From an optimization exercise on the open Yosys and OpenROAD flow, aimed at small area and a short achievable clock period; shortcuts taken in it are not production practice. No activity file was given, so power comes from the tool's default toggle rates. No driver is modelled on the clock port, so clocking that relies on it looks cheaper here than on a real chip.

## mojo_top
module mojo_top(
   input          clk,               
   input          rst_n,             
   input          mosi,
   output         miso,
   input          sclk,
   input          cs
);
   wire  [7:0] din;
   wire  [7:0] dout;
   wire        done;
   wire        done_next;
   spi spi(
      .clk  (clk     ),
      .rst  (rst_n   ),
      .ss   (cs      ),
      .mosi (mosi    ),
      .miso (miso    ),
      .sck  (sclk    ),
      .done (done    ),
      .done_next (done_next),
      .din  (din     ),
      .dout (dout    )
   );
   Edge Edge(
      .nReset     (rst_n   ),
      .Clk        (clk     ),
      .en         (done    ),
      .en_next    (done_next),
      .PixelIn    (dout    ),
      .PixelOut   (din     )
   );
endmodule
clock: 5.0 ns
lec_check: 0
cap_margin: 20
core_margin: 2
core_utilization: 55
cts_cluster_diameter: 80
cts_cluster_size: 34
place_density: 0.65
setup_slack_margin: 2.5
slew_margin: 20
run.sh (not shown) runs the stock make flow with config.mk's settings and CLKGATE_MAP_FILE= SYNTH_SCRIPT=/design/flow/synth_recipe.tcl, a recipe that flattens the netlist after the stock synthesis.
Then changed:
Settings changed: CORE_UTILIZATION 55 to 60, CTS_CLUSTER_SIZE 34 to 30, PLACE_DENSITY 0.65 to 0.7.
Effect:
- cell area hardly moves
- final cell count fell by 2.5%
- worst setup slack is better by 0.060 ns
- power rose by 0.72%
- routed wire length rose by 1.5%
- first-iteration DRC count barely changes
- clock power rose by about 2%
Function was not checked in any run of this note: the RTL went through the layout flow alone.

## job 8745
The RTL this note starts from:
==> flow/design.v <==
module spi(
    input clk,
    input rst,
    input ss,
    input mosi,
    output miso,
    input sck,
    output done,
    output done_next,
    input [7:0] din,
    output [7:0] dout
    );
reg mosi_d, mosi_q;
reg ss_d, ss_q;
reg sck_d, sck_q;
reg sck_old_d, sck_old_q;
reg [7:0] data_d, data_q;
reg done_d, done_q;
reg [2:0] bit_ct_d, bit_ct_q;
reg [7:0] dout_d, dout_q;
reg miso_d, miso_q;
assign miso = miso_q;
assign done = done_q;
assign done_next = done_d;
assign dout = dout_q;
always @(*) begin
    ss_d = ss;
    mosi_d = mosi;
    miso_d = miso_q;
    sck_d = sck;
    sck_old_d = sck_q;
    data_d = data_q;
    done_d = 1'b0;
    bit_ct_d = bit_ct_q;
    dout_d = dout_q;
    if (ss_q) begin
        bit_ct_d = 3'b0;
        data_d = din;
        miso_d = data_q[7];
    end else begin
        if (!sck_old_q && sck_q) begin  
            data_d = {data_q[6:0], mosi_q};
            bit_ct_d = bit_ct_q + 1'b1;
            if (bit_ct_q == 3'b111) begin
                dout_d = {data_q[6:0], mosi_q};
                done_d = 1'b1;
                data_d = din;
            end
        end else if (sck_old_q && !sck_q) begin  
            miso_d = data_q[7];
        end
    end
end
always @(posedge clk) begin
    if (!rst) begin
        done_q <= 1'b0;
        bit_ct_q <= 3'b0;
        dout_q <= 8'b0;
        miso_q <= 1'b1;
    end else begin
        done_q <= done_d;
        bit_ct_q <= bit_ct_d;
        dout_q <= dout_d;
        miso_q <= miso_d;
    end
    sck_q <= sck_d;
    mosi_q <= mosi_d;
    ss_q <= ss_d;
    data_q <= data_d;
    sck_old_q <= sck_old_d;
end
endmodule
module Edge(
   input wire        nReset,
   input wire        Clk,
   input wire        en,         
   input wire        en_next,    
   input wire [7:0]  PixelIn,
   output reg [7:0]  PixelOut
);
   parameter WIDTH  = 1000;
   parameter WIDTH2 = WIDTH*2;
   parameter BUFF   = WIDTH*2 + 10;
   parameter P      = 30;                  
   localparam NR    = BUFF / P;            
   reg [4:0] c;
   reg       pend;
   reg       sh;                           
   reg       shn;                          
   wire      req  = en | pend;
   wire [4:0] c_n = (sh || c == P-1) ? 5'd0 : c + 5'd1;
   wire      sh_n = (en_next | (req & ~sh)) & (c_n == 5'd0);
   always @(posedge Clk) begin
      if (!nReset) begin
         c    <= 5'd0;
         pend <= 1'b0;
         sh   <= 1'b0;
         shn  <= 1'b1;
      end else begin
         c    <= c_n;
         pend <= req & ~sh;
         sh   <=  sh_n;
         shn  <= ~sh_n;
      end
   end
   reg [6*(BUFF+1)-1:0] pd;
   function [5:0] ringin;
      input [5:0] prev;
      input [5:0] tail;
      input       take;
      input       keep;
      ringin = (prev & {6{take}}) | (tail & {6{keep}});
   endfunction
   generate
      genvar i;
      for (i = 0; i <= BUFF; i = i + 1) begin : slot
         if (i == 0) begin : first
            always @(posedge Clk)
               pd[5:0] <= ringin(PixelIn[7:2], pd[6*(P-1) +: 6], sh, shn);
         end else if (i == BUFF) begin : last
            always @(posedge Clk)
               pd[6*i +: 6] <= sh ? pd[6*(i-1) +: 6] : pd[6*i +: 6];
         end else if (i % P == 0) begin : head
            always @(posedge Clk)
               pd[6*i +: 6] <= ringin(pd[6*(i-1) +: 6], pd[6*(i+P-1) +: 6], sh, shn);
         end else begin : body
            always @(posedge Clk)
               pd[6*i +: 6] <= pd[6*(i-1) +: 6];
         end
      end
   endgenerate
   wire [5:0] b0 = pd[6*(BUFF)          +: 6];
   wire [5:0] b1 = pd[6*(BUFF-1)        +: 6];
   wire [5:0] b2 = pd[6*(BUFF-2)        +: 6];
   wire [5:0] m0 = pd[6*(BUFF-WIDTH)    +: 6];
   wire [5:0] m2 = pd[6*(BUFF-WIDTH-2)  +: 6];
   wire [5:0] t0 = pd[6*(BUFF-WIDTH2)   +: 6];
   wire [5:0] t1 = pd[6*(BUFF-WIDTH2-1) +: 6];
   wire [5:0] t2 = pd[6*(BUFF-WIDTH2-2) +: 6];
   function [5:0] absd;
      input [5:0] a;
      input [5:0] b;
      absd = (a > b) ? a - b : b - a;
   endfunction
   reg [4:0] horz_bottom, horz_top, vert_left, vert_right;
   reg [5:0] horz_middle, vert_middle;
   always @(posedge Clk) begin
      if (sh) begin
         horz_bottom <= absd(b0, b2) >> 1;
         horz_middle <= absd(m0, m2);
         horz_top    <= absd(t0, t2) >> 1;
         vert_right  <= absd(b0, t0) >> 1;
         vert_middle <= absd(b1, t1);
         vert_left   <= absd(b2, t2) >> 1;
      end
   end
   reg [6:0] s_a, s_b;
   reg [5:0] s_c;
   always @(posedge Clk) begin
      s_a <= horz_bottom + horz_middle;
      s_b <= vert_middle + vert_left;
      s_c <= horz_top + vert_right;
      if (en) PixelOut <= s_a + s_b + s_c;
   end
endmodule
module mojo_top(
   input          clk,               
   input          rst_n,             
   input          mosi,
   output         miso,
   input          sclk,
   input          cs
);
   wire  [7:0] din;
   wire  [7:0] dout;
   wire        done;
   wire        done_next;
   spi spi(
      .clk  (clk     ),
      .rst  (rst_n   ),
      .ss   (cs      ),
      .mosi (mosi    ),
      .miso (miso    ),
      .sck  (sclk    ),
      .done (done    ),
      .done_next (done_next),
      .din  (din     ),
      .dout (dout    )
   );
   Edge Edge(
      .nReset     (rst_n   ),
      .Clk        (clk     ),
      .en         (done    ),
      .en_next    (done_next),
      .PixelIn    (dout    ),
      .PixelOut   (din     )
   );
endmodule
make LEC_CHECK=0 CAP_MARGIN=20 CORE_MARGIN=2 CORE_UTILIZATION=45 CTS_CLUSTER_DIAMETER=80 CTS_CLUSTER_SIZE=34 PLACE_DENSITY=0.55 SETUP_SLACK_MARGIN=2.5 SLEW_MARGIN=20 finish   # period 5.0 ns
Relative to job 8745, the following input files were edited for job 8180:
Settings: swapping 34 for 30 in CTS_CLUSTER_SIZE; swapping 0.55 for 0.65 in PLACE_DENSITY; swapping 45 for 55 in CORE_UTILIZATION.
Results
Comparing job 8745 and job 8180, the higher proportion of total power due to net switching was measured on job 8745. Taking job 8745 as the reference, in job 8180 number of buffers created by CTS increased 5.9%, clock-buffer cell count went up by about 4%. Per the comparison of job 8180 with job 8745, length of routed met3 wiring dropped 7.1%, first-pass GRT wire length climbed 6.3%, smallest hold slack climbed 0.023 ns, total routing resource utilization after global routing climbed 2.6 points.
Function was not checked in any run of this note: the RTL went through the layout flow alone.

static timing again, ports no longer ideal:
Ports are ideal in the flow. The routed layouts listed here were re-timed in OpenROAD. Step 1 sets driving cells, clkbuf_16 on the clock port and buf_2 on the other inputs (assumed; they add their load-dependent delay and slew). Step 2 also shifts input and output timing later by t, the mid clock arrival at the registers, as if the neighbouring blocks saw the same clock. Slacks: ideal ports / drivers / drivers and shift; pairs: ideal ports / drivers.
run	shift t [ns]	setup slack, ns	hold WS [ns]	latest minus earliest clock arrival (ns)
the first run of note 1	1.079	2.500 / 2.460 / 2.500	0.288 / 0.288 / 0.288	0.073 / 0.073
the second run of note 1	1.069	2.560 / 2.468 / 2.560	0.294 / 0.294 / 0.294	0.066 / 0.066
job 8745	1.114	2.434 / 2.324 / 2.639	0.285 / 0.285 / 0.285	0.068 / 0.068
job 8180	1.071	2.519 / 2.472 / 2.519	0.308 / 0.308 / 0.308	0.056 / 0.056
After both steps every run listed still meets setup and hold.
